What follows belongs to an exercise in optimizing a design on an open flow for small area; a production flow would make more cautious choices. RTL that was checked went through simulation tests only; none was proved equivalent to the original. Function not checked in runs 2 to 5: the RTL went through the layout flow alone. Power and IR drop assume default switching activity.

==> design/flow/design.v <==
module key_debounce(
    input clk,
    input rst_n,
    input key,
    output reg ev
);
    localparam [5:0] S40 = 6'b101000;
    localparam [5:0] S1  = 6'b100000;
    reg key_d0;
    reg key_d1;
    reg key_filtered;
    reg [5:0] lfsr;
    wire hit = (lfsr == S1);
    always @(posedge clk or negedge rst_n) begin
        if (!rst_n) begin
            key_d0 <= 1'b1;
            key_d1 <= 1'b1;
            key_filtered <= 1'b1;
            lfsr <= 6'd0;
            ev <= 1'b0;
        end
        else begin
            key_d0 <= key;
            key_d1 <= key_d0;
            lfsr <= (key_d1 != key_d0) ? S40 : {lfsr[4:0], lfsr[5] ^ lfsr[4]};
            if (hit)
                key_filtered <= key_d1;
            ev <= hit & key_filtered & ~key_d1;
        end
    end
endmodule
module cnt2time(
    input clk,
    input rst_n,
    input in_tuning,
    input in_atuning,
    input [8:0] eh,
    input [5:0] em,
    input [5:0] es,
    output reg [17:0] abs_c,
    output reg [17:0] abs_a
);
    wire hi = ~eh[8] & (|eh[7:5]);
    wire lo = eh[8] & ~(&eh[7:5]);
    wire [5:0] hc = hi ? 6'd31 : lo ? 6'd32 : eh[5:0];
    wire [17:0] ec = {hc, em, es};
    always @(posedge clk or negedge rst_n) begin
        if (!rst_n) begin
            abs_c <= 18'd0;
            abs_a <= 18'd0;
        end
        else begin
            if (in_tuning) abs_c <= ec;
            if (in_atuning) abs_a <= ec;
        end
    end
endmodule
module alarm(
    input [16:0] x,
    input [17:0] a,
    input sub,
    output [16:0] r,
    output bad
);
    wire [4:0] xh = x[16:12];
    wire [5:0] xm = x[11:6];
    wire [5:0] xs = x[5:0];
    wire [7:0] ah = {{2{a[17]}}, a[17:12]};
    wire [5:0] am = a[11:6];
    wire [5:0] as = a[5:0];
    reg [6:0] s7;
    reg [6:0] m7;
    reg c1, c2;
    reg [7:0] rh;
    always @(*) begin
        if (!sub) begin
            s7 = {1'b0, xs} + {1'b0, as};
            c1 = (s7 >= 7'd60);
            if (c1) s7 = s7 - 7'd60;
            m7 = {1'b0, xm} + {1'b0, am} + {6'd0, c1};
            c2 = (m7 >= 7'd60);
            if (c2) m7 = m7 - 7'd60;
            rh = {3'd0, xh} + ah + {7'd0, c2};
        end
        else begin
            s7 = {1'b0, xs} - {1'b0, as};
            c1 = s7[6];
            if (c1) s7 = s7 + 7'd60;
            m7 = {1'b0, xm} - {1'b0, am} - {6'd0, c1};
            c2 = m7[6];
            if (c2) m7 = m7 + 7'd60;
            rh = {3'd0, xh} - ah - {7'd0, c2};
        end
    end
    assign r = {rh[4:0], m7[5:0], s7[5:0]};
    assign bad = rh[7] | (rh > 8'd24) | ((rh == 8'd24) & (|{m7[5:0], s7[5:0]}));
endmodule
module count(
    input clk,
    input rst_n,
    input tick,              
    input run,
    input in_tuning,
    input in_atuning,
    input k_confirm,
    input e_neg,             
    input [17:0] abs_c,      
    input [17:0] abs_a,      
    output reg [16:0] cnt_j,
    output reg [16:0] cnt_alm,
    output reg reach
);
    localparam [16:0] MIDNIGHT = {5'd24, 6'd0, 6'd0};
    reg [16:0] cnt_i;
    reg [16:0] cnt_tmp;
    wire [16:0] x = in_tuning ? cnt_i : cnt_tmp;
    wire [17:0] a = in_tuning ? abs_c : abs_a;
    wire [16:0] r;
    wire bad;
    alarm u_add (.x(x), .a(a), .sub(e_neg ^ a[17]), .r(r), .bad(bad));
    wire cs = (cnt_i[5:0] == 6'd59);
    wire cm = cs & (cnt_i[11:6] == 6'd59);
    wire [16:0] cnt_inc = {cm ? cnt_i[16:12] + 5'd1 : cnt_i[16:12],
                           cs ? (cm ? 6'd0 : cnt_i[11:6] + 6'd1) : cnt_i[11:6],
                           cs ? 6'd0 : cnt_i[5:0] + 6'd1};
    wire at_mid = (cnt_i[16:12] == 5'd24);
    always @(posedge clk or negedge rst_n) begin
        if (!rst_n) begin
            cnt_i <= 17'd0;
            cnt_j <= 17'd0;
            cnt_tmp <= MIDNIGHT;
            cnt_alm <= MIDNIGHT;
            reach <= 1'b0;
        end
        else begin
            if (in_tuning && k_confirm)
                cnt_i <= cnt_j;
            else if (tick) begin
                if (at_mid)
                    cnt_i <= 17'd0;
                else if (run)
                    cnt_i <= cnt_inc;
            end
            if (!in_tuning)
                cnt_j <= cnt_i;
            else if (!bad)
                cnt_j <= r;
            if (!in_atuning)
                cnt_alm <= cnt_tmp;
            else
                cnt_alm <= bad ? MIDNIGHT : r;
            if (in_atuning && k_confirm)
                cnt_tmp <= cnt_alm;
            reach <= (cnt_j == cnt_alm);
        end
    end
endmodule
module tune_offset(
    input clk,
    input rst_n,
    input active,            
    input [1:0] tune,        
    input k_left,
    input k_right,
    output reg [8:0] eh,
    output reg [5:0] em,
    output reg [5:0] es
);
    wire [20:0] e = {eh, em, es};
    reg [20:0] lim_l;
    reg [20:0] lim_r;
    always @(*) begin
        case (tune)
            2'd3: begin
                lim_l = {9'h16f, 6'd21, 6'd52};    
                lim_r = {9'd144, 6'd38, 6'd9};     
            end
            2'd2: begin
                lim_l = {9'h16e, 6'd22, 6'd52};    
                lim_r = {9'd145, 6'd37, 6'd9};     
            end
            default: begin
                lim_l = {9'h16e, 6'd21, 6'd53};    
                lim_r = {9'd145, 6'd38, 6'd8};     
            end
        endcase
    end
    wire hold_l = ({~e[20], e[19:0]} <= {~lim_l[20], lim_l[19:0]});
    wire hold_r = ({~e[20], e[19:0]} >= {~lim_r[20], lim_r[19:0]});
    wire step = (k_left & ~hold_l) | (k_right & ~hold_r);
    wire up = k_right;
    wire s_step = (tune == 2'd1);
    wire s_wrap = up ? (es == 6'd59) : (es == 6'd0);
    wire m_step = (tune == 2'd2) | (s_step & s_wrap);
    wire m_wrap = up ? (em == 6'd59) : (em == 6'd0);
    wire h_step = (tune == 2'd3) | (m_step & m_wrap);
    always @(posedge clk or negedge rst_n) begin
        if (!rst_n) begin
            eh <= 9'd0;
            em <= 6'd0;
            es <= 6'd0;
        end
        else if (!active || tune == 2'd0) begin
            eh <= 9'd0;
            em <= 6'd0;
            es <= 6'd0;
        end
        else if (step) begin
            if (s_step)
                es <= s_wrap ? (up ? 6'd0 : 6'd59) : (up ? es + 6'd1 : es - 6'd1);
            if (m_step)
                em <= m_wrap ? (up ? 6'd0 : 6'd59) : (up ? em + 6'd1 : em - 6'd1);
            if (h_step)
                eh <= up ? eh + 9'd1 : eh - 9'd1;
        end
    end
endmodule
module sys_status_mgr(
    input clk,
    input rst_n,
    input [3:0] ev,
    input reach,
    output reg [2:0] st,
    output reg [2:0] st_nx,
    output reg [1:0] tune,
    output reg run
);
    localparam [2:0] S_INIT        = 3'd0;
    localparam [2:0] S_NORM        = 3'd1;
    localparam [2:0] S_TUNESEL     = 3'd2;
    localparam [2:0] S_TUNING      = 3'd3;
    localparam [2:0] S_TUNEALARM   = 3'd4;
    localparam [2:0] S_ALARMTUNING = 3'd5;
    localparam [2:0] S_ALARMING    = 3'd6;
    wire k_cancel  = (ev == 4'b0001);
    wire k_left    = (ev == 4'b0010);
    wire k_right   = (ev == 4'b0100);
    wire k_confirm = (ev == 4'b1000);
    wire k_any     = |ev;
    always @(*) begin
        st_nx = st;
        case (st)
            S_INIT:        if (!k_any) st_nx = S_NORM;
            S_NORM:        if (k_confirm) st_nx = S_TUNESEL;
                           else if (k_cancel) st_nx = S_TUNEALARM;
                           else if (reach) st_nx = S_ALARMING;
            S_TUNESEL:     if (k_cancel) st_nx = S_NORM;
                           else if (k_confirm) st_nx = S_TUNING;
            S_TUNING:      if (k_cancel | k_confirm) st_nx = S_TUNESEL;
            S_TUNEALARM:   if (k_confirm) st_nx = S_ALARMTUNING;
                           else if (k_cancel) st_nx = S_NORM;
            S_ALARMTUNING: if (k_cancel | k_confirm) st_nx = S_TUNEALARM;
            S_ALARMING:    if (k_any) st_nx = S_NORM;
            default:       st_nx = S_NORM;
        endcase
    end
    always @(posedge clk or negedge rst_n) begin
        if (!rst_n) begin
            st <= S_INIT;
            tune <= 2'd0;
            run <= 1'b0;
        end
        else begin
            st <= st_nx;
            if (st == S_TUNESEL || st == S_TUNEALARM) begin
                case (tune)
                    2'd0: tune <= 2'd1;
                    2'd1: if (k_left) tune <= 2'd2; else if (k_right) tune <= 2'd3;
                    2'd2: if (k_left) tune <= 2'd3; else if (k_right) tune <= 2'd1;
                    default: if (k_left) tune <= 2'd1; else if (k_right) tune <= 2'd2;
                endcase
            end
            else if (!(st == S_TUNING || st == S_ALARMTUNING))
                tune <= 2'd0;
            case (st)
                S_INIT, S_TUNESEL, S_TUNING: run <= 1'b0;
                S_NORM, S_TUNEALARM, S_ALARMTUNING, S_ALARMING: run <= 1'b1;
                default: run <= run;
            endcase
        end
    end
endmodule
module binary2bcd(
    input clk,
    input rst_n,
    output tick,             
    output p43,              
    output p0,               
    output rot,              
    output reg blink         
);
    localparam [4:0] L30 = 5'b10000;    
    reg [1:0] c4;
    reg [3:0] c11;
    reg [6:0] c125;
    reg [4:0] l31;
    reg en;
    assign tick = (c4 == 2'd0) && (c125 == 7'd0);
    assign p43  = (c4 == 2'd3) && (c11 == 4'd10);
    assign p0   = (c4 == 2'd0) && (c11 == 4'd0) && en;
    assign rot  = (c4 == 2'd1);
    always @(posedge clk or negedge rst_n) begin
        if (!rst_n) begin
            c4 <= 2'd0;
            c11 <= 4'd0;
            c125 <= 7'd0;
            l31 <= 5'b00001;
            blink <= 1'b0;
            en <= 1'b0;
        end
        else begin
            c4 <= c4 + 2'd1;
            c11 <= (c11 == 4'd10) ? 4'd0 : c11 + 4'd1;
            c125 <= (c125 == 7'd124) ? 7'd0 : c125 + 7'd1;
            l31 <= {l31[3:0], l31[4] ^ l31[2]};
            if (c4[0] && l31 == L30)
                blink <= ~blink;
            en <= 1'b1;
        end
    end
endmodule
module seg_led(
    input clk,
    input rst_n,
    input p43,
    input p0,
    input rot,
    input alarm_next,
    input [16:0] cnt_j,
    input [16:0] cnt_alm,
    output reg [5:0] seg_sel,
    output reg [7:0] seg_led
);
    reg [16:0] samp;
    reg [16:0] disp;
    wire [4:0] jh = (cnt_j[16:12] == 5'd24) ? 5'd0 : cnt_j[16:12];
    wire [16:0] v = alarm_next ? cnt_alm : {jh, cnt_j[11:0]};
    wire sel_s = ~seg_sel[0] | ~seg_sel[1];
    wire sel_m = ~seg_sel[2] | ~seg_sel[3];
    wire sel_h = ~seg_sel[4] | ~seg_sel[5];
    wire sel_tens = ~seg_sel[1] | ~seg_sel[3] | ~seg_sel[5];
    wire [5:0] fld = sel_s ? disp[5:0] : sel_m ? disp[11:6] : sel_h ? {1'b0, disp[16:12]} : 6'd0;
    wire [3:0] digit = sel_tens ? fld / 6'd10 : fld % 6'd10;
    wire dot = seg_sel[2] & seg_sel[4];
    reg [6:0] pat;
    always @(*) begin
        case (digit)
            4'd0: pat = 7'b1000000;
            4'd1: pat = 7'b1111001;
            4'd2: pat = 7'b0100100;
            4'd3: pat = 7'b0110000;
            4'd4: pat = 7'b0011001;
            4'd5: pat = 7'b0010010;
            4'd6: pat = 7'b0000010;
            4'd7: pat = 7'b1111000;
            4'd8: pat = 7'b0000000;
            default: pat = 7'b0010000;
        endcase
    end
    always @(posedge clk or negedge rst_n) begin
        if (!rst_n) begin
            samp <= 17'd0;
            disp <= 17'd0;
            seg_sel <= 6'b111111;
            seg_led <= 8'hff;
        end
        else begin
            if (p43) begin
                samp <= v;
                disp <= samp;
            end
            if (rot)
                seg_sel <= {seg_sel[4:0], seg_sel[5] & ~(&seg_sel[4:0])};
            if (!p0)
                seg_led <= {dot, pat};
        end
    end
endmodule
module led_ctrl(
    input clk,
    input rst_n,
    input [2:0] st,
    input [1:0] tune,
    input blink,
    output reg [3:0] leds
);
    always @(posedge clk or negedge rst_n) begin
        if (!rst_n) begin
            leds <= 4'b0001;
        end
        else begin
            case (st)
                3'd0: leds <= 4'b0001;
                3'd1: leds <= 4'b0010;
                3'd2, 3'd4: begin
                    case (tune)
                        2'd1: leds <= 4'b1100;
                        2'd2: leds <= 4'b1010;
                        2'd3: leds <= 4'b1001;
                        default: leds <= 4'b1000;
                    endcase
                end
                3'd3, 3'd5: leds <= 4'b1111;
                3'd6: leds <= blink ? 4'b1100 : 4'b0011;
                default: leds <= leds;
            endcase
        end
    end
endmodule
module seg_led_top(
    input sys_clk,
    input sys_rst_n,
    input [3:0] keys,
    output [3:0] leds,
    output [5:0] seg_sel,
    output [7:0] seg_led
);
    wire clk = sys_clk;
    wire rst_n = sys_rst_n;
    wire [3:0] ev;
    key_debounce u_key0 (.clk(clk), .rst_n(rst_n), .key(keys[0]), .ev(ev[0]));
    key_debounce u_key1 (.clk(clk), .rst_n(rst_n), .key(keys[1]), .ev(ev[1]));
    key_debounce u_key2 (.clk(clk), .rst_n(rst_n), .key(keys[2]), .ev(ev[2]));
    key_debounce u_key3 (.clk(clk), .rst_n(rst_n), .key(keys[3]), .ev(ev[3]));
    wire k_left    = (ev == 4'b0010);
    wire k_right   = (ev == 4'b0100);
    wire k_confirm = (ev == 4'b1000);
    wire [2:0] st;
    wire [2:0] st_nx;
    wire [1:0] tune;
    wire run;
    wire reach;
    sys_status_mgr u_status (
        .clk(clk), .rst_n(rst_n), .ev(ev), .reach(reach),
        .st(st), .st_nx(st_nx), .tune(tune), .run(run)
    );
    wire in_tuning  = (st == 3'd3);
    wire in_atuning = (st == 3'd5);
    wire tick, p43, p0, rot, blink;
    binary2bcd u_time_base (
        .clk(clk), .rst_n(rst_n),
        .tick(tick), .p43(p43), .p0(p0), .rot(rot), .blink(blink)
    );
    wire [8:0] eh;
    wire [5:0] em;
    wire [5:0] es;
    tune_offset u_offset (
        .clk(clk), .rst_n(rst_n), .active(in_tuning | in_atuning), .tune(tune),
        .k_left(k_left), .k_right(k_right),
        .eh(eh), .em(em), .es(es)
    );
    wire [17:0] abs_c;
    wire [17:0] abs_a;
    cnt2time u_offsets (
        .clk(clk), .rst_n(rst_n), .in_tuning(in_tuning), .in_atuning(in_atuning),
        .eh(eh), .em(em), .es(es),
        .abs_c(abs_c), .abs_a(abs_a)
    );
    wire [16:0] cnt_j;
    wire [16:0] cnt_alm;
    count u_count (
        .clk(clk), .rst_n(rst_n), .tick(tick), .run(run),
        .in_tuning(in_tuning), .in_atuning(in_atuning), .k_confirm(k_confirm),
        .e_neg(eh[8]), .abs_c(abs_c), .abs_a(abs_a),
        .cnt_j(cnt_j), .cnt_alm(cnt_alm), .reach(reach)
    );
    seg_led u_display (
        .clk(clk), .rst_n(rst_n), .p43(p43), .p0(p0), .rot(rot),
        .alarm_next(st_nx == 3'd4 || st_nx == 3'd5),
        .cnt_j(cnt_j), .cnt_alm(cnt_alm),
        .seg_sel(seg_sel), .seg_led(seg_led)
    );
    led_ctrl u_leds (
        .clk(clk), .rst_n(rst_n), .st(st), .tune(tune), .blink(blink),
        .leds(leds)
    );
endmodule
==> design/flow/run.sh <==
#!/bin/bash
# synth_recipe.tcl (not shown) runs the flow's synth.tcl, then flattens the netlist and writes it again
# the make line also repeats each setting of config.mk as NAME=value (left out here)
make -C /OpenROAD-flow-scripts/flow DESIGN_CONFIG=/design/flow/config.mk WORK_HOME=/design/flow/orfs CLKGATE_MAP_FILE= SYNTH_SCRIPT=/design/flow/synth_recipe.tcl finish
==> design/flow/config.mk <==
export PLATFORM = sky130hd
export DESIGN_NAME = seg_led_top
export DESIGN_NICKNAME = seg_led_top
export VERILOG_FILES = /design/flow/design.v
export SDC_FILE = /design/flow/constraint.sdc
export NUM_CORES = 4
export LEC_CHECK = 0
export CAP_MARGIN = 20
export CORE_MARGIN = 2
export CORE_UTILIZATION = 40
export SLEW_MARGIN = 20
==> design/flow/constraint.sdc <==
create_clock -name core_clock -period 20.0 [get_ports {sys_clk}]
set_input_delay 4.0000 -clock core_clock [delete_from_list [all_inputs] [get_ports {sys_clk}]]
set_output_delay 4.0000 -clock core_clock [all_outputs]
set_load 0.01 [all_outputs]
==> results of run 1 <==
[registers in the layout, summed over array words and instances (netlist names), 3 cells and up]
register,cells
u_key1.lfsr,6
u_offsets.abs_c,18
u_status.st,3
u_count.cnt_j,17
u_display.samp,17
u_count.cnt_i,17
u_offset.es,6
u_offset.em,6
u_offset.eh,9
u_key2.lfsr,6
u_key0.lfsr,6
u_time_base.l31,5
u_key3.lfsr,6
u_display.seg_sel,6
u_offsets.abs_a,18
u_time_base.c11,4
u_display.disp,17
u_leds.leds,4
u_count.cnt_alm,17
u_time_base.c125,7
u_display.seg_led,8
u_count.cnt_tmp,17
[kinds of logic (layout without fill, tap and decap cells)]
family	count (synthesis)	count (layout)	synth area share
AO/OA/AOI/OAI	385	385	0.1664
XOR/XNOR	62	62	0.03689
adder cells (fa/ha/maj)	96	96	0.08333
buffers and inverters	163	181	0.04296
flip-flops	244	244	0.3974
multiplexers	96	96	0.06739
other	1	1	0.0002425
AND/OR/NAND/NOR	642	642	0.2053
[final timing paths]
check	slack (ns)	from	to
min in group asynchronous	3.38	sys_rst_n	u_count.cnt_tmp[9]$_DFFE_PN0P_
max in group asynchronous	15.39	sys_rst_n	u_time_base.en$_DFF_PN0_
worst max register to register	11.10	u_status.st[0]$_DFF_PN0_	u_count.cnt_j[11]$_DFFE_PN0P_
worst min-delay path	0.37	u_key0.key_d0$_DFF_PN1_	u_key0.key_d1$_DFF_PN1_
worst min register to register	0.37	u_key0.key_d0$_DFF_PN1_	u_key0.key_d1$_DFF_PN1_
worst max-delay path	11.10	u_status.st[0]$_DFF_PN0_	u_count.cnt_j[11]$_DFFE_PN0P_
[placed cells by master (no fill, tap or decap), drive strengths merged, types with 31 or more instances in the layout]
cell and n:
a21oi 90, clkbuf 41, dfrtp 212, dfstp 32, ha 83, inv 90
mux2 62, mux2i 34, nand2 263, nand3 40, nor2 113, nor3 31
o21ai 111
[final cells by class]
type                            instances  area, sq um
Multi-Input combinational cell       1282         8671
Sequential cell                       244         6146
Timing Repair Buffer                   37        364.1
Clock inverter                         12        165.2
Clock buffer                           40        805.8
Fill cell                            3793        21230
Inverter                               92        345.3
Tap cell                              518        648.1
[through the flow]
stage                     instances  hold slack [ns]  cell area [sq um]
after floorplan                1689           0.3466              15460
after global placement         2170           0.3599              16120
after detailed placement       2171           0.3605              16130
after CTS                      2223           0.3734              17100
after global routing           2225           0.3768              17150
final                          2225           0.3709              17150
[routing by layer]
metal / routed length [um] / part of all wire
met1: 18100 / 0.47
met4: 732 / 0.019
met3: 1575 / 0.041
met5: 0 / 0
met2: 18120 / 0.47
[report_power, final]
group | total [mW] | internal [mW] | switching (mW) | leakage [nW]
Combinational | 1.21 | 0.511 | 0.696 | 4.14
Clock | 0.531 | 0.320 | 0.212 | 0.473
Sequential | 0.684 | 0.582 | 0.101 | 3.19
Total | 2.42 | 1.41 | 1.01 | 7.80
[worst register-to-register path: cells and delay by family (launching register included)]
kind / cells / cell delay [ns]
AO/OA/AOI/OAI: 11 / 3.02
AND/OR/NAND/NOR: 11 / 2.61
adder cells (fa/ha/maj): 5 / 1.68
flip-flops: 1 / 0.72
buffers and inverters: 2 / 0.62
XOR/XNOR: 1 / 0.11
==> key figures, run 1 <==
Floorplanning
  – Die Area: 40250 sq um
  – Rows: 72
  – I/O pin total: 24
  – Die H: 200.6 um
  – Core ar.: 38380 sq um
  – Initial Utilization: 0.4030
  – Die width: 200.6 um

Outcome
  – Status: complete, no violations

Setup path
  – Crit. End Element: flop
  – Worst-path maximum fanout: 49
  – Crit path buf inv count: 2
  – Startpoint type of the worst setup path: flop
  – CP top delay family: compound AO/OA/AOI/OAI gates
  – Setup Crit Path Kind: flop to flop
  – FF-to-FF path depth: 30
  – CP Data Required Time: 20.42 ns
  – Crit path DAT: 9.32 ns
  – CP max stage delay: 0.72 ns
  – CP max-delay cell: dfrtp_1
  – WP depth: 30

Global route
  – Vias in the first global route: 11990
  – Routing usage on met1: 0.2704
  – Grt met3 use: 0.02419
  – GRT overflow: 0
  – Antenna violations before repair: 0
  – Largest net degree at the start of global routing: 132
  – Gr usage total: 0.1912
  – GRT met2 Usage: 0.3144
  – GRT busiest layer: met2
  – First-pass GRT wire length: 63670 um

Synth
  – Synthesized area: 15460 sq um
  – Post-Syn Nets: 1790
  – Sequential share of the synthesized area: 0.3974
  – Ranking of synthesized cells by area: dfrtp_1 (34%), ha_1 (6.7%), nand2_1 (6.4%)
  – Top post-synthesis cells by count: nand2_1 (263), dfrtp_1 (212), nor2_1 (113), o21ai_0 (107), inv_1 (90)
  – Most numerous cell in the Yosys netlist: nand2_1
  – Synth Register Bits: 244
  – Post-synth cell types: 99
  – Syn. warnings: 9
  – Async set-reset flop share out of synthesis: 1.000
  – Post-synth top area cell: dfrtp_1
  – Post-Syn Instances: 1689
  – Syn Area/Cell: 9.156 sq um
  – Synth top area share: 0.3430
  – Post-synth EDFFs: 0
  – Most used DFF post-synth: dfrtp_1

Drt
  – DRT Pass-1 Iters: 7
  – Vias/cell: 5.501
  – Drt total wl: 38520 um
  – DRC viols: 0
  – Vias: 12240
  – Routed len/inst: 17.31 um
  – DRT antenna net count: 0
  – DRT iter0 DRCs: 881

Clock tree
  – Post-CTS sizing: 0
  – Clock Sinks: 244
  – Hold Buf Count CTS: 0
  – CTS tree: done
  – Worst skew pair latency: 0.57 ns
  – Clock Pin Slew Worst Setup and Hold Paths: 0.06 ns
  – CTS max path bufs: 3
  – Setup Buffers After CTS: 0
  – H-tree Lvls: 1
  – Root Driver: clkbuf_16
  – TritonCTS Buffers: 28

Power and ir drop
  – Pleak: 7.802 nW
  – Worst IR Drop VDD: 0.09833 mV
  – Power Density: 141.3 nW/um^2
  – Pwr Total: 2.422 mW

STA
  – Post-route setup slack: 11.10 ns
  – # setup viols final: 0
  – Slew margin rel.: 0.3662
  – Period utilization: 0.4451
  – Layout Skew: 0.04485 ns
  – Fin crit period: 8.902 ns
  – Worst-margin pin slew: 0.9507 ns
  – Final Max Tran Viols: 0
  – Setup TNS: 0 ns
  – Unrepaired setup endpoints after global routing: no
  – Achievable Freq: 0.1123 GHz
  – Final hold vios: 0

Cells and area
  – Inserted Diodes: 0
  – Area Growth Syn to Fin: 10.87%
  – Fraction of layout instances using a drive strength above 1: 0.1201
  – Final core utilization: 0.4468
  – NumNets Final: 1786

Hold path
  – Type of the worst min-delay path: flop to flop
  – Hold path cells: 0

Placement
  – GP Congestion: 0.8525
  – Number of I/O port buffers: 23
  – Dpl ws: 11.25 ns
  – HPWL Detailed: 27720 um

Job
  – Max cap viols: 0
==> run 2: changes to the inputs <==
--- a/design/flow/design.v
+++ b/design/flow/design.v
@@ -64,34 +64,15 @@
 );
-    wire [4:0] xh = x[16:12];
-    wire [5:0] xm = x[11:6];
-    wire [5:0] xs = x[5:0];
-    wire [7:0] ah = {{2{a[17]}}, a[17:12]};
-    wire [5:0] am = a[11:6];
-    wire [5:0] as = a[5:0];
-    reg [6:0] s7;
-    reg [6:0] m7;
-    reg c1, c2;
-    reg [7:0] rh;
-    always @(*) begin
-        if (!sub) begin
-            s7 = {1'b0, xs} + {1'b0, as};
-            c1 = (s7 >= 7'd60);
-            if (c1) s7 = s7 - 7'd60;
-            m7 = {1'b0, xm} + {1'b0, am} + {6'd0, c1};
-            c2 = (m7 >= 7'd60);
-            if (c2) m7 = m7 - 7'd60;
-            rh = {3'd0, xh} + ah + {7'd0, c2};
-        end
-        else begin
-            s7 = {1'b0, xs} - {1'b0, as};
-            c1 = s7[6];
-            if (c1) s7 = s7 + 7'd60;
-            m7 = {1'b0, xm} - {1'b0, am} - {6'd0, c1};
-            c2 = m7[6];
-            if (c2) m7 = m7 + 7'd60;
-            rh = {3'd0, xh} - ah - {7'd0, c2};
-        end
-    end
-    assign r = {rh[4:0], m7[5:0], s7[5:0]};
-    assign bad = rh[7] | (rh > 8'd24) | ((rh == 8'd24) & (|{m7[5:0], s7[5:0]}));
+    wire [6:0] ts = {1'b0, x[5:0]} + {1'b0, a[5:0] ^ {6{sub}}} + {6'd0, sub};
+    wire add_ovf_s = ts[6] | (&ts[5:2]);
+    wire fix_s = sub ? ~ts[6] : add_ovf_s;
+    wire cin_m = sub ? ts[6] : add_ovf_s;
+    wire [3:0] us = ts[5:2] + (fix_s ? {sub, sub, sub, 1'b1} : 4'd0);
+    wire [6:0] tm = {1'b0, x[11:6]} + {1'b0, a[11:6] ^ {6{sub}}} + {6'd0, cin_m};
+    wire add_ovf_m = tm[6] | (&tm[5:2]);
+    wire fix_m = sub ? ~tm[6] : add_ovf_m;
+    wire cin_h = sub ? tm[6] : add_ovf_m;
+    wire [3:0] um = tm[5:2] + (fix_m ? {sub, sub, sub, 1'b1} : 4'd0);
+    wire [7:0] rh = {3'd0, x[16:12]} + ({{2{a[17]}}, a[17:12]} ^ {8{sub}}) + {7'd0, cin_h};
+    assign r = {rh[4:0], um, tm[1:0], us, ts[1:0]};
+    assign bad = rh[7] | (rh[6:0] > 7'd24) | ((rh[6:0] == 7'd24) & (|{um, tm[1:0], us, ts[1:0]}));
 endmodule
@@ -115,4 +96,4 @@
     reg [16:0] cnt_tmp;
-    wire [16:0] x = in_tuning ? cnt_i : cnt_tmp;
-    wire [17:0] a = in_tuning ? abs_c : abs_a;
+    wire [16:0] x = ({17{in_tuning}} & cnt_i) | ({17{in_atuning}} & cnt_tmp);
+    wire [17:0] a = ({18{in_tuning}} & abs_c) | ({18{in_atuning}} & abs_a);
     wire [16:0] r;
@@ -168,5 +149,9 @@
 );
-    wire [20:0] e = {eh, em, es};
-    reg [20:0] lim_l;
-    reg [20:0] lim_r;
+    wire [11:0] ms = {em, es};
+    wire h_m146 = (eh == 9'h16e);    
+    wire h_m145 = (eh == 9'h16f);    
+    wire h_144  = (eh == 9'd144);
+    wire h_145  = (eh == 9'd145);
+    reg hold_l;
+    reg hold_r;
     always @(*) begin
@@ -174,12 +159,12 @@
             2'd3: begin
-                lim_l = {9'h16f, 6'd21, 6'd52};    
-                lim_r = {9'd144, 6'd38, 6'd9};     
+                hold_l = h_m146 | (h_m145 & (ms <= {6'd21, 6'd52}));    
+                hold_r = h_145 | (h_144 & (ms >= {6'd38, 6'd9}));       
             end
             2'd2: begin
-                lim_l = {9'h16e, 6'd22, 6'd52};    
-                lim_r = {9'd145, 6'd37, 6'd9};     
+                hold_l = h_m146 & (ms <= {6'd22, 6'd52});               
+                hold_r = h_145 & (ms >= {6'd37, 6'd9});                 
             end
             default: begin
-                lim_l = {9'h16e, 6'd21, 6'd53};    
-                lim_r = {9'd145, 6'd38, 6'd8};     
+                hold_l = h_m146 & (ms <= {6'd21, 6'd53});               
+                hold_r = h_145 & (ms >= {6'd38, 6'd8});                 
             end
@@ -187,4 +172,2 @@
     end
-    wire hold_l = ({~e[20], e[19:0]} <= {~lim_l[20], lim_l[19:0]});
-    wire hold_r = ({~e[20], e[19:0]} >= {~lim_r[20], lim_r[19:0]});
     wire step = (k_left & ~hold_l) | (k_right & ~hold_r);
@@ -196,2 +179,5 @@
     wire h_step = (tune == 2'd3) | (m_step & m_wrap);
+    wire [5:0] es_n = s_wrap ? {~up, ~up, ~up, 1'b0, ~up, ~up} : es + {{5{~up}}, 1'b1};
+    wire [5:0] em_n = m_wrap ? {~up, ~up, ~up, 1'b0, ~up, ~up} : em + {{5{~up}}, 1'b1};
+    wire [8:0] eh_n = eh + {{8{~up}}, 1'b1};
     always @(posedge clk or negedge rst_n) begin
@@ -208,8 +194,5 @@
         else if (step) begin
-            if (s_step)
-                es <= s_wrap ? (up ? 6'd0 : 6'd59) : (up ? es + 6'd1 : es - 6'd1);
-            if (m_step)
-                em <= m_wrap ? (up ? 6'd0 : 6'd59) : (up ? em + 6'd1 : em - 6'd1);
-            if (h_step)
-                eh <= up ? eh + 9'd1 : eh - 9'd1;
+            if (s_step) es <= es_n;
+            if (m_step) em <= em_n;
+            if (h_step) eh <= eh_n;
         end
@@ -291,3 +274,5 @@
 );
-    localparam [4:0] L30 = 5'b10000;    
+    localparam [3:0] C11_LAST  = 4'b0111;       
+    localparam [6:0] C125_LAST = 7'b1110000;    
+    localparam [4:0] L30       = 5'b10000;      
     reg [1:0] c4;
@@ -296,6 +281,7 @@
     reg [4:0] l31;
-    reg en;
-    assign tick = (c4 == 2'd0) && (c125 == 7'd0);
-    assign p43  = (c4 == 2'd3) && (c11 == 4'd10);
-    assign p0   = (c4 == 2'd0) && (c11 == 4'd0) && en;
+    wire c11_last = (c11 == C11_LAST);
+    wire c125_last = (c125 == C125_LAST);
+    assign tick = (c4 == 2'd0) && (c125 == 7'd1);
+    assign p43  = (c4 == 2'd3) && c11_last;
+    assign p0   = (c4 == 2'd0) && (c11 == 4'd1);
     assign rot  = (c4 == 2'd1);
@@ -304,7 +290,6 @@
             c4 <= 2'd0;
-            c11 <= 4'd0;
-            c125 <= 7'd0;
+            c11 <= 4'd1;
+            c125 <= 7'd1;
             l31 <= 5'b00001;
             blink <= 1'b0;
-            en <= 1'b0;
         end
@@ -312,4 +297,4 @@
             c4 <= c4 + 2'd1;
-            c11 <= (c11 == 4'd10) ? 4'd0 : c11 + 4'd1;
-            c125 <= (c125 == 7'd124) ? 7'd0 : c125 + 7'd1;
+            c11 <= c11_last ? 4'd1 : {c11[2:0], c11[3] ^ c11[2]};
+            c125 <= c125_last ? 7'd1 : {c125[5:0], c125[6] ^ c125[5]};
             l31 <= {l31[3:0], l31[4] ^ l31[2]};
@@ -317,3 +302,2 @@
                 blink <= ~blink;
-            en <= 1'b1;
         end
@@ -331,3 +315,3 @@
     output reg [5:0] seg_sel,
-    output reg [7:0] seg_led
+    output [7:0] seg_led
 );
@@ -335,2 +319,4 @@
     reg [16:0] disp;
+    reg [3:0] dig;
+    reg dot;
     wire [4:0] jh = (cnt_j[16:12] == 5'd24) ? 5'd0 : cnt_j[16:12];
@@ -341,8 +327,8 @@
     wire sel_tens = ~seg_sel[1] | ~seg_sel[3] | ~seg_sel[5];
-    wire [5:0] fld = sel_s ? disp[5:0] : sel_m ? disp[11:6] : sel_h ? {1'b0, disp[16:12]} : 6'd0;
+    wire [5:0] fld = ({6{sel_s}} & disp[5:0]) | ({6{sel_m}} & disp[11:6]) | ({6{sel_h}} & {1'b0, disp[16:12]});
     wire [3:0] digit = sel_tens ? fld / 6'd10 : fld % 6'd10;
-    wire dot = seg_sel[2] & seg_sel[4];
+    wire started = ~(&seg_sel);      
     reg [6:0] pat;
     always @(*) begin
-        case (digit)
+        case (dig)
             4'd0: pat = 7'b1000000;
@@ -356,5 +342,7 @@
             4'd8: pat = 7'b0000000;
-            default: pat = 7'b0010000;
+            4'd9: pat = 7'b0010000;
+            default: pat = 7'b1111111;
         endcase
     end
+    assign seg_led = {dot, pat};
     always @(posedge clk or negedge rst_n) begin
@@ -364,3 +352,4 @@
             seg_sel <= 6'b111111;
-            seg_led <= 8'hff;
+            dig <= 4'hf;
+            dot <= 1'b1;
         end
@@ -372,5 +361,7 @@
             if (rot)
-                seg_sel <= {seg_sel[4:0], seg_sel[5] & ~(&seg_sel[4:0])};
-            if (!p0)
-                seg_led <= {dot, pat};
+                seg_sel <= {seg_sel[4:0], seg_sel[5] & started};
+            if (!(p0 && started)) begin
+                dig <= digit;
+                dot <= seg_sel[2] & seg_sel[4];
+            end
         end
--- a/design/flow/config.mk
+++ b/design/flow/config.mk
@@ -10,2 +10,3 @@
 export CORE_UTILIZATION = 40
+export CTS_BUF_LIST = sky130_fd_sc_hd__clkbuf_4
 export SLEW_MARGIN = 20
==> run 2 against run 1 <==
Clock-buffer cell count is 65 higher. Clock power is 6.8% lower. Worst setup slack better by 0.32 ns. Register-to-register slack better by 0.32 ns. Flip-flop and latch count decreased by 4. Routed wire length fell by 17%. Synthesized area down 13%. Core utilization up 0.53 points. Critical path type unchanged. Highest routed layer unchanged.
==> key figures, run 2 <==
Outcome
  – Status: complete, no violations (unchanged)

Cells and area
  – Top Registers: u_offsets.abs_a: 18 flops, u_offsets.abs_c: 18 flops (unchanged)
  – Fraction of layout instances using a drive strength above 1: 0.1595 (was 0.1201)
  – Final core utilization: 0.4521 (was 0.4468)
  – Area of the multi-input gates: 6927 sq um (was 8671 sq um)
  – Commonest non-fill, non-tap cells in the layout: dfrtp_1 (209), nand2_1 (186), clkbuf_4 (105) (was nand2_1 (263), dfrtp_1 (212), nor2_1 (113))
  – Final Cell Area: 15050 sq um (was 17150 sq um)
  – Most common cell after layout, fill and taps aside: dfrtp_1 (was nand2_1)
  – NumNets Final: 1497 (was 1786)
  – Register area: 6045 sq um (was 6146 sq um)
  – Number of fill cells: 3243 (was 3793)
  – Area Growth Syn to Fin: 11.86% (was 10.87%)

Power and ir drop
  – Worst IR Drop VDD: 0.09627 mV (was 0.09833 mV)
  – Power Density: 125.4 nW/um^2 (was 141.3 nW/um^2)
  – Pleak: 6.849 nW (was 7.802 nW)

Drt
  – DRT iter0 DRCs: 724 (was 881)
  – Vias/cell: 5.414 (was 5.501)
  – DRT Pass-1 Iters: 7 (unchanged)
  – DRT antenna net count: 0 (unchanged)
  – DRC viols: 0 (unchanged)
  – Routed len/inst: 16.58 um (was 17.31 um)
  – Drt total wl: 31980 um (was 38520 um)
  – Vias: 10440 (was 12240)

Job
  – Max cap viols: 0 (unchanged)

Floorplanning
  – I/O pin total: 24 (unchanged)
  – Rows: 67 (was 72)
  – Initial Utilization: 0.4042 (was 0.4030)
  – Die width: 187.4 um (was 200.6 um)
  – Die H: 187.4 um (was 200.6 um)
  – Die Area: 35110 sq um (was 40250 sq um)
  – Core ar.: 33280 sq um (was 38380 sq um)

Clock tree
  – Worst skew pair latency: 0.71 ns (was 0.57 ns)
  – Clock Pin Slew Worst Setup and Hold Paths: 0.06 ns (about the same)
  – TritonCTS Buffers: 70 (was 28)
  – Setup Buffers After CTS: 0 (unchanged)
  – CTS max path bufs: 3 (unchanged)
  – Post-CTS sizing: 0 (unchanged)
  – Hold Buf Count CTS: 0 (unchanged)
  – H-tree Lvls: 3 (was 1)
  – Clock Sinks: 240 (was 244)
  – CTS tree: done (unchanged)
  – Root Driver: clkbuf_4 (was clkbuf_16)

Synth
  – Top post-synthesis cells by count: dfrtp_1 (209), nand2_1 (186), o21ai_0 (103), a21oi_1 (72), nor2_1 (70) (was nand2_1 (263), dfrtp_1 (212), nor2_1 (113), o21ai_0 (107), inv_1 (90))
  – Post-Syn Nets: 1457 (was 1790)
  – Post-synth cell types: 87 (was 99)
  – Post-synth EDFFs: 0 (unchanged)
  – Synth top area share: 0.3888 (was 0.3430)
  – Synthesized area: 13450 sq um (was 15460 sq um)
  – Syn Area/Cell: 9.711 sq um (was 9.156 sq um)
  – Post-Syn Instances: 1385 (was 1689)
  – Async set-reset flop share out of synthesis: 1.000 (unchanged)
  – Ranking of synthesized cells by area: dfrtp_1 (39%), dfstp_2 (6.1%), ha_1 (5.2%) (was dfrtp_1 (34%), ha_1 (6.7%), nand2_1 (6.4%))
  – Synth Register Bits: 240 (was 244)
  – Most used DFF post-synth: dfrtp_1 (unchanged)
  – Sequential share of the synthesized area: 0.4494 (was 0.3974)
  – Syn. warnings: 8 (was 9)
  – Post-synth top area cell: dfrtp_1 (unchanged)
  – Most numerous cell in the Yosys netlist: dfrtp_1 (was nand2_1)

STA
  – Final Max Tran Viols: 0 (unchanged)
  – Period utilization: 0.4291 (was 0.4451)
  – Unrepaired setup endpoints after global routing: no (unchanged)
  – Fin crit period: 8.583 ns (was 8.902 ns)
  – Hold WS: 0.3704 ns (was 0.3709 ns)
  – Setup TNS: 0 ns (unchanged)
  – Post-route setup slack: 11.42 ns (was 11.10 ns)
  – # setup viols final: 0 (unchanged)
  – Achievable Freq: 0.1165 GHz (was 0.1123 GHz)
  – Final hold vios: 0 (unchanged)
  – Slew margin rel.: 0.3318 (was 0.3662)
  – Layout Skew: 0.05757 ns (was 0.04485 ns)
  – Worst-margin pin slew: 0.9957 ns (was 0.9507 ns)

Setup path
  – Setup Crit Path Kind: flop to flop (unchanged)
  – Startpoint type of the worst setup path: flop (unchanged)
  – Crit path buf inv count: 0 (was 2)
  – CP max stage delay: 0.86 ns (was 0.72 ns)
  – Most common cell on crit path: fa_1
  – CP max-delay cell: dfrtp_1 (unchanged)
  – Crit. End Element: flop (unchanged)
  – Worst-path maximum fanout: 27 (was 49)
  – CP Data Required Time: 20.61 ns (was 20.42 ns)
  – CP top delay family: simple AND/OR/NAND/NOR gates (was compound AO/OA/AOI/OAI gates)
  – Crit path DAT: 9.20 ns (was 9.32 ns)

Global route
  – Antenna violations before repair: 1 (was 0)
  – Largest net degree at the start of global routing: 98 (was 132)
  – Gr usage total: 0.1866 (was 0.1912)
  – First-pass GRT wire length: 53350 um (was 63670 um)
  – GRT overflow: 0 (unchanged)
  – Vias in the first global route: 10220 (was 11990)

Placement
  – GP Congestion: 0.8610 (was 0.8525)
  – HPWL Detailed: 22370 um (was 27720 um)
  – Number of I/O port buffers: 23 (unchanged)
  – Dpl ws: 11.48 ns (was 11.25 ns)
  – Placement Cell Area: 14060 sq um (was 16130 sq um)

Hold path
  – Type of the worst min-delay path: flop to flop (unchanged)
run 2: worst paths after layout:
path | from | to | slack [ns] | cells after the start
max | u_status.st[2]$_DFF_PN0_ | u_count.cnt_alm[3]$_DFF_PN0_ | 11.42 | 28
max in group asynchronous | sys_rst_n | u_display.disp[2]$_DFFE_PN0P_ | 15.39 | 2
max reg2reg | u_status.st[2]$_DFF_PN0_ | u_count.cnt_alm[3]$_DFF_PN0_ | 11.42 | 28
min | u_time_base.c125[1]$_DFF_PN0_ | u_time_base.c125[2]$_DFF_PN0_ | 0.37 | 0
min in group asynchronous | sys_rst_n | u_time_base.c125[2]$_DFF_PN0_ | 3.34 | 1
min reg2reg | u_time_base.c125[1]$_DFF_PN0_ | u_time_base.c125[2]$_DFF_PN0_ | 0.37 | 0
run 2: metrics by stage:
step                      power, mW  std cells
after floorplan               1.209       1385
after global placement        1.386       1800
after detailed placement      1.394       1800
after CTS                     1.906       1927
after global routing          2.036       1929
final                         1.886       1929
run 2: report_power, final:
group          switching, mW  internal [mW]
logic                  0.425          0.294
clock network          0.214          0.280
registers              0.102          0.570
run 2: cell type report:
class | count | area share
multi-input cells | 1021 | 0.4604
flip-flops and latches | 240 | 0.4017
clock buffers | 105 | 0.05239
well taps | 448 | 0.03726
repair buffers | 35 | 0.02170
inverters | 57 | 0.01422
clock inverters | 22 | 0.01214
diodes | 1 | 0.0001663
run 2: layer usage:
layer,wire [um],track usage,vias up
met5,0,0,-
met4,721,0.06814,0
met3,1595,0.03921,51
met2,14890,0.2935,250
met1,14770,0.2546,5085
li1,-,-,5057
run 2: cell families (layout without fill, tap and decap cells):
family                   Yosys count  count (layout)  share of synthesized area
adder cells (fa/ha/maj)           67              67                    0.06772
AND/OR/NAND/NOR                  444             444                     0.1627
AO/OA/AOI/OAI                    364             364                     0.1756
XOR/XNOR                          71              71                    0.04735
multiplexers                      75              75                    0.06009
other                              0               1                          0
flip-flops                       240             240                     0.4494
buffers and inverters            124             219                    0.03712
==> run 3: changes to the inputs <==
--- a/design/flow/config.mk
+++ b/design/flow/config.mk
@@ -10,3 +10,4 @@
 export CORE_UTILIZATION = 40
-export CTS_BUF_LIST = sky130_fd_sc_hd__clkbuf_4
+export CTS_BUF_LIST = sky130_fd_sc_hd__clkbuf_2 sky130_fd_sc_hd__clkbuf_4 sky130_fd_sc_hd__clkbuf_8
+export CTS_CLUSTER_SIZE = 40
 export SLEW_MARGIN = 20
==> run 3 against run 2 <==
Still clean. Critical path depth unchanged. First-iteration DRC count up 2.1%. Flip-flop and latch count unchanged. Combinational power about the same. Synthesized cell count unchanged. Clock power up 1%. Register-to-register slack worse by 0.06 ns. Clock skew down 0.012 ns. Sequential share of layout area up 0.053 points. Global-route usage down 0.19 points. Critical path type unchanged.
==> key figures, run 3 <==
Synth
  – Post-Syn Instances: 1385 (unchanged)
  – Post-synth top area cell: dfrtp_1 (unchanged)
  – Async set-reset flop share out of synthesis: 1.000 (unchanged)
  – Post-synth cell types: 87 (unchanged)
  – Syn. warnings: 8 (unchanged)
  – Syn Area/Cell: 9.711 sq um (unchanged)
  – Post-synth EDFFs: 0 (unchanged)
  – Sequential share of the synthesized area: 0.4494 (unchanged)
  – Most numerous cell in the Yosys netlist: dfrtp_1 (unchanged)
  – Top post-synthesis cells by count: dfrtp_1 (209), nand2_1 (186), o21ai_0 (103), a21oi_1 (72), nor2_1 (70) (unchanged)
  – Synth Register Bits: 240 (unchanged)
  – Synth top area share: 0.3888 (unchanged)
  – Ranking of synthesized cells by area: dfrtp_1 (39%), dfstp_2 (6.1%), ha_1 (5.2%) (unchanged)
  – Most used DFF post-synth: dfrtp_1 (unchanged)
  – Synthesized area: 13450 sq um (unchanged)
  – Post-Syn Nets: 1457 (unchanged)

Clock tree
  – H-tree Lvls: 2 (was 3)
  – Hold Buf Count CTS: 0 (unchanged)
  – Setup Buffers After CTS: 0 (unchanged)
  – CTS tree: done (unchanged)
  – CTS max path bufs: 3 (unchanged)
  – Post-CTS sizing: 0 (unchanged)
  – Clock Sinks: 240 (unchanged)
  – Worst skew pair latency: 0.60 ns (was 0.71 ns)
  – TritonCTS Buffers: 42 (was 70)
  – Root Driver: clkbuf_8 (was clkbuf_4)
  – Clock Pin Slew Worst Setup and Hold Paths: 0.06 ns (about the same)

Cells and area
  – Final core utilization: 0.4515 (was 0.4521)
  – NumNets Final: 1469 (was 1497)
  – Area Growth Syn to Fin: 11.71% (was 11.86%)
  – Final std cells w/o fill: 1877 (was 1929)
  – Final Cell Area: 15030 sq um (was 15050 sq um)
  – Number of fill cells: 3227 (was 3243)
  – Most common cell after layout, fill and taps aside: dfrtp_1 (unchanged)
  – Area of the multi-input gates: 6927 sq um (unchanged)
  – Top Registers: u_offsets.abs_a: 18 flops, u_offsets.abs_c: 18 flops (unchanged)
  – Inserted Diodes: 0 (was 1)
  – Register area: 6045 sq um (unchanged)
  – Commonest non-fill, non-tap cells in the layout: dfrtp_1 (209), nand2_1 (186), o21ai_0 (102) (was dfrtp_1 (209), nand2_1 (186), clkbuf_4 (105))
  – Fraction of layout instances using a drive strength above 1: 0.1379 (was 0.1595)

Hold path
  – Type of the worst min-delay path: flop to flop (unchanged)
  – Hold EP: u_key0.key_d1$_DFF_PN1_ (was u_time_base.c125[2]$_DFF_PN0_)
  – Hold path cells: 0 (unchanged)
  – HP Start: u_key0.key_d0$_DFF_PN1_ (was u_time_base.c125[1]$_DFF_PN0_)

Setup path
  – CP max stage delay: 0.87 ns (was 0.86 ns)
  – CP Data Required Time: 20.50 ns (was 20.61 ns)
  – Reg-to-reg startpoint: u_status.st[2]$_DFF_PN0_ (unchanged)
  – CP max-delay cell: dfrtp_1 (unchanged)
  – Worst-path maximum fanout: 27 (unchanged)
  – Startpoint type of the worst setup path: flop (unchanged)
  – FF-to-FF setup slack: 11.36 ns (was 11.42 ns)
  – CP top delay family: simple AND/OR/NAND/NOR gates (unchanged)
  – Most common cell on crit path: fa_1 (unchanged)
  – Worst r2r dst: u_count.cnt_alm[8]$_DFF_PN0_ (was u_count.cnt_alm[3]$_DFF_PN0_)
  – FF-to-FF path depth: 28 (unchanged)
  – Crit path buf inv count: 0 (unchanged)
  – Crit path DAT: 9.14 ns (was 9.20 ns)
  – Crit. End Element: flop (unchanged)
  – Crit path from: u_status.st[2]$_DFF_PN0_ (unchanged)
  – Setup Crit Path Kind: flop to flop (unchanged)

Placement
  – Number of I/O port buffers: 23 (unchanged)
  – GP Congestion: 0.8610 (unchanged)
  – Dpl ws: 11.48 ns (unchanged)
  – HPWL Detailed: 22370 um (unchanged)
  – Placed cell count: 1800 (unchanged)
  – Placement Cell Area: 14060 sq um (unchanged)

Drt
  – DRT antenna net count: 0 (unchanged)
  – Routed len/inst: 17.03 um (was 16.58 um)
  – Vias: 10200 (was 10440)
  – Drt total wl: 31960 um (was 31980 um)
  – DRC viols: 0 (unchanged)
  – Vias/cell: 5.435 (was 5.414)
  – DRT Pass-1 Iters: 5 (was 7)
  – DRT iter0 DRCs: 739 (was 724)

STA
  – # setup viols final: 0 (unchanged)
  – Unrepaired setup endpoints after global routing: no (unchanged)
  – Achievable Freq: 0.1157 GHz (was 0.1165 GHz)
  – Period utilization: 0.4321 (was 0.4291)
  – Layout Skew: 0.04551 ns (was 0.05757 ns)
  – Slew margin rel.: 0.3374 (was 0.3318)
  – Fin crit period: 8.642 ns (was 8.583 ns)
  – Worst-margin pin slew: 0.9873 ns (was 0.9957 ns)
  – Setup TNS: 0 ns (unchanged)
  – Post-route setup slack: 11.36 ns (was 11.42 ns)
  – Final Max Tran Viols: 0 (unchanged)
  – Final hold vios: 0 (unchanged)

Global route
  – Largest net degree at the start of global routing: 98 (unchanged)
  – Antenna violations before repair: 0 (was 1)
  – GRT overflow: 0 (unchanged)
  – Gr usage total: 0.1847 (was 0.1866)
  – Vias in the first global route: 9967 (was 10220)
  – First-pass GRT wire length: 53150 um (was 53350 um)

Job
  – Max cap viols: 0 (unchanged)

Floorplanning
  – Die Area: 35110 sq um (unchanged)
  – Rows: 67 (unchanged)
  – Initial Utilization: 0.4042 (unchanged)
  – Die H: 187.4 um (unchanged)
  – I/O pin total: 24 (unchanged)
  – Die width: 187.4 um (unchanged)
  – Core ar.: 33280 sq um (unchanged)

Power and ir drop
  – Worst IR Drop VDD: 0.1089 mV (was 0.09627 mV)
  – Power Density: 126.0 nW/um^2 (was 125.4 nW/um^2)
  – Pleak: 6.791 nW (was 6.849 nW)

Outcome
  – Status: complete, no violations (unchanged)
## run 3: cell families after synthesis
family	count (synthesis)	share of synthesized area
flops	240	0.4494
buf+inv	124	0.03712
compound gates	364	0.1756
simple gates	444	0.1627
fa+ha+maj	67	0.06772
mux	75	0.06009
xor+xnor	71	0.04735
## run 3: stage by stage
stage          power, mW  hold slack, ns
3_5_place_dp       1.394          0.3602
6_report           1.893          0.3681
4_1_cts            1.907          0.3713
3_3_place_gp       1.386          0.3558
2_1_floorplan      1.209          0.3466
5_1_grt            2.034          0.3793
## run 3: worst max-delay path by stage
stage          slack [ns]  depth (start not counted)                            end
2_1_floorplan       12.59                         32   u_count.cnt_j[1]$_DFFE_PN0P_
3_3_place_gp        11.64                         28   u_count.cnt_alm[8]$_DFF_PN0_
3_5_place_dp        11.48                         28   u_count.cnt_alm[0]$_DFF_PN0_
4_1_cts             11.38                         28   u_count.cnt_alm[8]$_DFF_PN0_
5_1_grt             10.71                         28  u_count.cnt_alm[12]$_DFF_PN0_
6_report            11.36                         28   u_count.cnt_alm[8]$_DFF_PN0_
## run 3: cell type report
type | instances | share of cell area
Clock buffer | 70 | 0.05787
Clock inverter | 6 | 0.005579
Inverter | 57 | 0.01424
Multi-Input combinational cell | 1021 | 0.4610
Sequential cell | 240 | 0.4023
Tap cell | 448 | 0.03731
Timing Repair Buffer | 35 | 0.02173
## run 3: report_power, final
| group | leakage (nW) | internal [mW] | switching, mW |
|---|---|---|---|
| combinational | 3.12 | 0.294 | 0.425 |
| sequential | 3.17 | 0.570 | 0.102 |
| clock | 0.507 | 0.290 | 0.212 |
## run 3: routing by layer
| layer | up-vias | GRT usage | wire, um | part of all wire |
|---|---|---|---|---|
| li1 | 4951 | - | - | - |
| met1 | 5005 | 0.2616 | 15190 | 0.48 |
| met2 | 195 | 0.2925 | 14750 | 0.46 |
| met3 | 51 | 0.02833 | 1304 | 0.041 |
| met4 | 0 | 0.05603 | 716 | 0.022 |
| met5 | - | 0 | 0 | 0 |
==> run 4: changes to the inputs <==
--- a/design/flow/config.mk
+++ b/design/flow/config.mk
@@ -10,4 +10,5 @@
 export CORE_UTILIZATION = 40
-export CTS_BUF_LIST = sky130_fd_sc_hd__clkbuf_2 sky130_fd_sc_hd__clkbuf_4 sky130_fd_sc_hd__clkbuf_8
-export CTS_CLUSTER_SIZE = 40
+export CTS_BUF_LIST = sky130_fd_sc_hd__clkbuf_8 sky130_fd_sc_hd__clkbuf_16
+export CTS_CLUSTER_DIAMETER = 70
+export CTS_CLUSTER_SIZE = 16
 export SLEW_MARGIN = 20
==> run 4 against run 3 <==
Still clean. Clock-buffer cell count fell by 46. Clock skew fell by 0.013 ns. Flip-flop and latch count did not move. Sequential share of layout area rose by 0.80 points. Synthesized cell count did not move. Maximum frequency rose by 0.53%. Critical path depth did not move. Core utilization fell by 0.88 points. Clock power fell by 21%. First-iteration DRC count fell by 5.0%. Critical path type unchanged. Largest cell class unchanged. Largest power group unchanged.
==> key figures, run 4 <==
Outcome
  – Status: complete, no violations (unchanged)

Hold path
  – HP Start: u_key0.key_d0$_DFF_PN1_ (unchanged)
  – Hold path cells: 0 (unchanged)
  – Type of the worst min-delay path: flop to flop (unchanged)
  – Hold EP: u_key0.key_d1$_DFF_PN1_ (unchanged)

STA
  – Achievable Freq: 0.1163 GHz (was 0.1157 GHz)
  – Hold WS: 0.3676 ns (was 0.3681 ns)
  – Unrepaired setup endpoints after global routing: no (unchanged)
  – # setup viols final: 0 (unchanged)
  – Layout Skew: 0.03243 ns (was 0.04551 ns)
  – Final hold vios: 0 (unchanged)
  – Slew margin rel.: 0.3386 (was 0.3374)
  – Setup TNS: 0 ns (unchanged)
  – Worst-margin pin slew: 0.9854 ns (was 0.9873 ns)
  – Fin crit period: 8.596 ns (was 8.642 ns)
  – Final Max Tran Viols: 0 (unchanged)
  – Period utilization: 0.4298 (was 0.4321)

Global route
  – GRT overflow: 0 (unchanged)
  – Gr usage total: 0.1810 (was 0.1847)
  – Largest net degree at the start of global routing: 98 (unchanged)
  – Vias in the first global route: 9746 (was 9967)
  – Antenna violations before repair: 0 (unchanged)
  – First-pass GRT wire length: 52410 um (was 53150 um)

Synth
  – Post-synth cell types: 87 (unchanged)
  – Post-Syn Instances: 1385 (unchanged)
  – Sequential share of the synthesized area: 0.4494 (unchanged)
  – Async set-reset flop share out of synthesis: 1.000 (unchanged)
  – Most numerous cell in the Yosys netlist: dfrtp_1 (unchanged)
  – Top post-synthesis cells by count: dfrtp_1 (209), nand2_1 (186), o21ai_0 (103), a21oi_1 (72), nor2_1 (70) (unchanged)
  – Most used DFF post-synth: dfrtp_1 (unchanged)
  – Post-Syn Nets: 1457 (unchanged)
  – Ranking of synthesized cells by area: dfrtp_1 (39%), dfstp_2 (6.1%), ha_1 (5.2%) (unchanged)
  – Post-synth top area cell: dfrtp_1 (unchanged)
  – Synth top area share: 0.3888 (unchanged)
  – Post-synth EDFFs: 0 (unchanged)
  – Syn Area/Cell: 9.711 sq um (unchanged)
  – Synth Register Bits: 240 (unchanged)
  – Synthesized area: 13450 sq um (unchanged)
  – Syn. warnings: 8 (unchanged)

Floorplanning
  – Die width: 187.4 um (unchanged)
  – Die Area: 35110 sq um (unchanged)
  – Die H: 187.4 um (unchanged)
  – Rows: 67 (unchanged)
  – Core ar.: 33280 sq um (unchanged)
  – Initial Utilization: 0.4042 (unchanged)
  – I/O pin total: 24 (unchanged)

Clock tree
  – Hold Buf Count CTS: 0 (unchanged)
  – H-tree Lvls: 1 (was 2)
  – Setup Buffers After CTS: 0 (unchanged)
  – Worst skew pair latency: 0.52 ns (was 0.60 ns)
  – Clock Sinks: 240 (unchanged)
  – Root Driver: clkbuf_16 (was clkbuf_8)
  – TritonCTS Buffers: 21 (was 42)
  – CTS tree: done (unchanged)
  – Clock Pin Slew Worst Setup and Hold Paths: 0.08 ns (was 0.06 ns)
  – CTS max path bufs: 3 (unchanged)
  – Post-CTS sizing: 0 (unchanged)

Setup path
  – Crit path from: u_status.st[2]$_DFF_PN0_ (unchanged)
  – FF-to-FF setup slack: 11.40 ns (was 11.36 ns)
  – Reg-to-reg startpoint: u_status.st[2]$_DFF_PN0_ (unchanged)
  – Worst-path maximum fanout: 27 (unchanged)
  – Crit path DAT: 9.04 ns (was 9.14 ns)
  – CP max-delay cell: dfrtp_1 (unchanged)
  – CP Data Required Time: 20.45 ns (was 20.50 ns)
  – Setup Crit Path Kind: flop to flop (unchanged)
  – CP max stage delay: 0.86 ns (was 0.87 ns)
  – FF-to-FF path depth: 28 (unchanged)
  – Most common cell on crit path: fa_1 (unchanged)
  – Startpoint type of the worst setup path: flop (unchanged)
  – Worst r2r dst: u_count.cnt_alm[11]$_DFF_PN0_ (was u_count.cnt_alm[8]$_DFF_PN0_)
  – Crit. End Element: flop (unchanged)

Power and ir drop
  – Pleak: 6.634 nW (was 6.791 nW)
  – Power Density: 121.4 nW/um^2 (was 126.0 nW/um^2)
  – Sw Share: 0.4019 (was 0.3901)
  – Worst IR Drop VDD: 0.09353 mV (was 0.1089 mV)
  – Clk pwr share: 0.222 (was 0.265)
  – Pwr Total: 1.789 mW (was 1.893 mW)
  – Logic pwr share: 0.403 (was 0.380)
  – Internal power: 1.070 mW (was 1.154 mW)
  – Sequential Power Share: 0.375 (was 0.355)
  – NetSw: 0.7190 mW (was 0.7382 mW)

Drt
  – Vias: 10090 (was 10200)
  – DRT iter0 DRCs: 702 (was 739)
  – Vias/cell: 5.488 (was 5.435)
  – DRT Pass-1 Iters: 5 (unchanged)
  – Routed len/inst: 17.07 um (was 17.03 um)
  – Drt total wl: 31390 um (was 31960 um)
  – DRC viols: 0 (unchanged)
  – DRT antenna net count: 0 (unchanged)

Cells and area
  – Most common cell after layout, fill and taps aside: dfrtp_1 (unchanged)
  – Final std cells w/o fill: 1839 (was 1877)
  – Commonest non-fill, non-tap cells in the layout: dfrtp_1 (209), nand2_1 (186), o21ai_0 (102) (unchanged)
  – Top Registers: u_offsets.abs_a: 18 flops, u_offsets.abs_c: 18 flops (unchanged)
  – Inserted Diodes: 0 (unchanged)
  – NumNets Final: 1448 (was 1469)
  – Final core utilization: 0.4426 (was 0.4515)
  – Area Growth Syn to Fin: 9.525% (was 11.71%)
  – Fraction of layout instances using a drive strength above 1: 0.1086 (was 0.1379)

Job
  – Max cap viols: 0 (unchanged)

Placement
  – Number of I/O port buffers: 23 (unchanged)
  – HPWL Detailed: 22370 um (unchanged)
  – GP Congestion: 0.8610 (unchanged)
  – Placed cell count: 1800 (unchanged)
## run 4: cell types whose count changed in the layout (fill, tap and decap cells not counted)
cell        previous run  this run
bufinv_16              1         0
clkbuf_16              0        21
clkbuf_4              15         0
clkbuf_8              55         3
clkinv_2               2         1
clkinv_8               1         2
clkinvlp_4             0         1
inv_1                 56        64
inv_12                 1         0
inv_6                  0         2
inv_8                  1         0
## run 4: kinds of logic after synthesis
group / after synthesis / share of synthesized area
AOI/OAI and AO/OA: 364 / 0.1756
muxes: 75 / 0.06009
and+or+nand+nor: 444 / 0.1627
DFF: 240 / 0.4494
buffers and inverters: 124 / 0.03712
xor gates and xnor gates: 71 / 0.04735
adders and majority gates: 67 / 0.06772
## run 4: final cells by class
cell class | instances | area (sq um)
Fill cell | 3213 | 18550
Multi-Input combinational cell | 1021 | 6927
Sequential cell | 240 | 6045
Clock buffer | 24 | 566.8
Tap cell | 448 | 560.5
Timing Repair Buffer | 35 | 326.6
Inverter | 57 | 214.0
Clock inverter | 14 | 92.59
## run 4: per-layer routing
| layer | vias up | share of wire | global-route usage |
|---|---|---|---|
| met4 | 0 | 0.023 | 0.04452 |
| met2 | 221 | 0.46 | 0.2892 |
| met5 | - | 0 | 0 |
| met3 | 37 | 0.048 | 0.02702 |
| met1 | 4926 | 0.47 | 0.2588 |
| li1 | 4909 | - | - |
## run 4: worst max path at each step
stage / endpoint / cells past startpoint
after floorplan: u_count.cnt_j[1]$_DFFE_PN0P_ / 32
after global placement: u_count.cnt_alm[8]$_DFF_PN0_ / 28
after detailed placement: u_count.cnt_alm[0]$_DFF_PN0_ / 28
after CTS: u_count.cnt_alm[12]$_DFF_PN0_ / 28
after global routing: u_count.cnt_alm[12]$_DFF_PN0_ / 28
final: u_count.cnt_alm[11]$_DFF_PN0_ / 28
## run 4: critical path, delay by kind of cell, from the launching register on
family                   cells  cell delay [ns]
AO/OA/AOI/OAI                9             1.75
AND/OR/NAND/NOR             13             3.48
flip-flops                   1             0.86
adder cells (fa/ha/maj)      5             2.09
XOR/XNOR                     1             0.33
## run 4: power groups by stage
stage / Combinational [mW] / Clock, mW / Sequential (mW)
6_report: 0.722 / 0.397 / 0.671
4_1_cts: 0.722 / 0.408 / 0.670
3_3_place_gp: 0.709 / 0 / 0.677
5_1_grt: 0.812 / 0.429 / 0.685
2_1_floorplan: 0.583 / 0 / 0.626
3_5_place_dp: 0.716 / 0 / 0.679
## run 4: metrics by stage
step	setup slack (ns)	area (sq um)
2_1_floorplan	12.59	13450
3_3_place_gp	11.64	14060
3_5_place_dp	11.48	14060
4_1_cts	11.39	14720
5_1_grt	10.69	14730
6_report	11.40	14730
==> run 5: changes to the inputs <==
--- a/design/flow/config.mk
+++ b/design/flow/config.mk
@@ -10,5 +10,5 @@
 export CORE_UTILIZATION = 40
-export CTS_BUF_LIST = sky130_fd_sc_hd__clkbuf_8 sky130_fd_sc_hd__clkbuf_16
-export CTS_CLUSTER_DIAMETER = 70
-export CTS_CLUSTER_SIZE = 16
+export CTS_BUF_LIST = sky130_fd_sc_hd__clkbuf_16
+export CTS_CLUSTER_DIAMETER = 90
+export CTS_CLUSTER_SIZE = 20
 export SLEW_MARGIN = 20
==> run 5 against run 4 <==
Clock-buffer cell count is 7 lower. Hold slack worse by 0.0035 ns. First-iteration DRC count is 1.4% lower. Power decreased by 3.9%. Critical path depth stayed put. Final cell count fell by 0.54%. Cell area is 1.2% lower. Synthesized area did not move. Largest cell class unchanged. Largest power group unchanged.
==> key figures, run 5 <==
Synth
  – Syn Area/Cell: 9.711 sq um (unchanged)
  – Top post-synthesis cells by count: dfrtp_1 (209), nand2_1 (186), o21ai_0 (103), a21oi_1 (72), nor2_1 (70) (unchanged)
  – Synthesized area: 13450 sq um (unchanged)
  – Post-Syn Nets: 1457 (unchanged)
  – Most used DFF post-synth: dfrtp_1 (unchanged)
  – Simple-gate share of the synthesized area: 0.1627 (unchanged)
  – Syn. warnings: 8 (unchanged)
  – Largest family of logic cells by synthesized area: compound AO/OA/AOI/OAI gates (unchanged)
  – Most numerous cell in the Yosys netlist: dfrtp_1 (unchanged)
  – Async set-reset flop share out of synthesis: 1.000 (unchanged)
  – Post-synth top area cell: dfrtp_1 (unchanged)
  – Synth Area in XOR/XNOR: 0.04735 (unchanged)

Drt
  – DRT iter0 DRCs: 692 (was 702)
  – Vias: 10110 (was 10090)
  – Drt total wl: 31470 um (was 31390 um)
  – DRT antenna net count: 0 (unchanged)

Clock tree
  – Hold Buf Count CTS: 0 (unchanged)
  – Setup Buffers After CTS: 0 (unchanged)
  – CTS max path bufs: 3 (unchanged)
  – Root Driver: clkbuf_16 (unchanged)
  – TritonCTS Buffers: 16 (was 21)
  – Clock Sinks: 240 (unchanged)

Cells and area
  – Area Growth Syn to Fin: 8.224% (was 9.525%)
  – Fraction of layout instances using a drive strength above 1: 0.1014 (was 0.1086)
  – Inserted Diodes: 0 (unchanged)
  – NumNets Final: 1443 (was 1448)
  – Commonest non-fill, non-tap cells in the layout: dfrtp_1 (209), nand2_1 (186), o21ai_0 (102) (unchanged)

Setup path
  – Setup Crit Path Kind: flop to flop (unchanged)
  – Startpoint type of the worst setup path: flop (unchanged)
  – CP top delay family: simple AND/OR/NAND/NOR gates (unchanged)
  – FF-to-FF path depth: 28 (unchanged)
  – CP max-delay cell: dfrtp_1 (unchanged)
  – CP max stage delay: 0.88 ns (was 0.86 ns)
  – Worst r2r dst: u_count.cnt_alm[11]$_DFF_PN0_ (unchanged)
  – Crit. End Element: flop (unchanged)

STA
  – Setup TNS: 0 ns (unchanged)
  – Final Max Tran Viols: 0 (unchanged)
  – Unrepaired setup endpoints after global routing: no (unchanged)
  – # setup viols final: 0 (unchanged)

Outcome
  – Status: complete, no violations (unchanged)

Job
  – Max cap viols: 0 (unchanged)

Global route
  – Antenna violations before repair: 0 (unchanged)
  – Vias in the first global route: 9743 (was 9746)
  – First-pass GRT wire length: 52160 um (was 52410 um)
  – Gr usage total: 0.1802 (was 0.1810)

Floorplanning
  – Core ar.: 33280 sq um (unchanged)

Hold path
  – HP Start: u_key1.key_d0$_DFF_PN1_ (was u_key0.key_d0$_DFF_PN1_)
  – Hold path cells: 0 (unchanged)

Power and ir drop
  – Worst IR Drop VDD: 0.1011 mV (was 0.09353 mV)
==> run 5: cell counts after synthesis <==
Identical to the previous run, type by type.
==> run 5: routing by layer <==
| metal | up-vias | global-route usage | share of wire |
|---|---|---|---|
| li1 | 4885 | - | - |
| met1 | 4977 | 0.2555 | 0.47 |
| met2 | 211 | 0.2908 | 0.46 |
| met3 | 36 | 0.02702 | 0.047 |
| met4 | 0 | 0.04422 | 0.022 |
| met5 | - | 0 | 0 |
==> run 5: final cells by class <==
type / count / area share
Multi-Input combinational cell: 1021 / 0.4758
Sequential cell: 240 / 0.4152
Tap cell: 448 / 0.03851
Clock buffer: 17 / 0.02922
Timing Repair Buffer: 35 / 0.02243
Inverter: 57 / 0.01470
Clock inverter: 11 / 0.004040
==> run 5: worst max path at each step <==
stage / from / endpoint / slack, ns / cells after the start
finish: u_status.st[2]$_DFF_PN0_ / u_count.cnt_alm[11]$_DFF_PN0_ / 11.39 / 28
global route: u_status.st[2]$_DFF_PN0_ / u_count.cnt_alm[12]$_DFF_PN0_ / 10.72 / 28
CTS: u_status.st[2]$_DFF_PN0_ / u_count.cnt_alm[13]$_DFF_PN0_ / 11.40 / 28
detailed placement: u_status.st[2]$_DFF_PN0_ / u_count.cnt_alm[0]$_DFF_PN0_ / 11.48 / 28
global placement: u_status.st[2]$_DFF_PN0_ / u_count.cnt_alm[8]$_DFF_PN0_ / 11.64 / 28
floorplan: u_status.st[2]$_DFF_PN0_ / u_count.cnt_j[1]$_DFFE_PN0P_ / 12.59 / 32
==> run 5: power groups by stage <==
stage	clock network [mW]	logic [mW]	registers, mW
finish	0.327	0.721	0.671
global route	0.357	0.810	0.685
CTS	0.338	0.722	0.670
detailed placement	0	0.716	0.679
global placement	0	0.709	0.677
floorplan	0	0.583	0.626
==> run 5: metrics by stage <==
step / instance area [sq um] / total power [mW] / cells
6_report: 14560 / 1.719 / 1829
3_3_place_gp: 14060 / 1.386 / 1800
2_1_floorplan: 13450 / 1.209 / 1385
3_5_place_dp: 14060 / 1.394 / 1800
4_1_cts: 14540 / 1.729 / 1828
5_1_grt: 14560 / 1.852 / 1829
==> run 5: logic make-up after synthesis <==
family / Yosys count
XOR/XNOR: 71
flip-flops: 240
AO/OA/AOI/OAI: 364
multiplexers: 75
AND/OR/NAND/NOR: 444
adder cells (fa/ha/maj): 67
buffers and inverters: 124

[re-timing with driven ports]
How much do the figures lean on ideal ports? The routed layouts below were timed once more, with nothing changed but the port constraints.
Step 1 assumes that a clkbuf_16 drives the clock port and a buf_2 every other input.
Step 2 moves the port delays by t, midway between the first and last clock arrival at a register: inputs arrive t later, outputs are due t later. That takes back most of the time a late clock gives input paths.
Three values: ideal, step 1, step 2; two values: the first two.
run | t, ns | slack for setup (ns) | latest minus earliest clock arrival (ns)
run 1 | 0.603 | 11.098 / 11.098 / 11.098 | 0.045 / 0.045
run 2 | 0.731 | 11.417 / 11.417 / 11.417 | 0.059 / 0.058
run 3 | 0.626 | 11.358 / 11.358 / 11.358 | 0.046 / 0.046
run 4 | 0.560 | 11.404 / 11.404 / 11.404 | 0.034 / 0.034
run 5 | 0.553 | 11.389 / 11.389 / 11.389 | 0.026 / 0.026
After both steps every run listed still meets setup and hold.
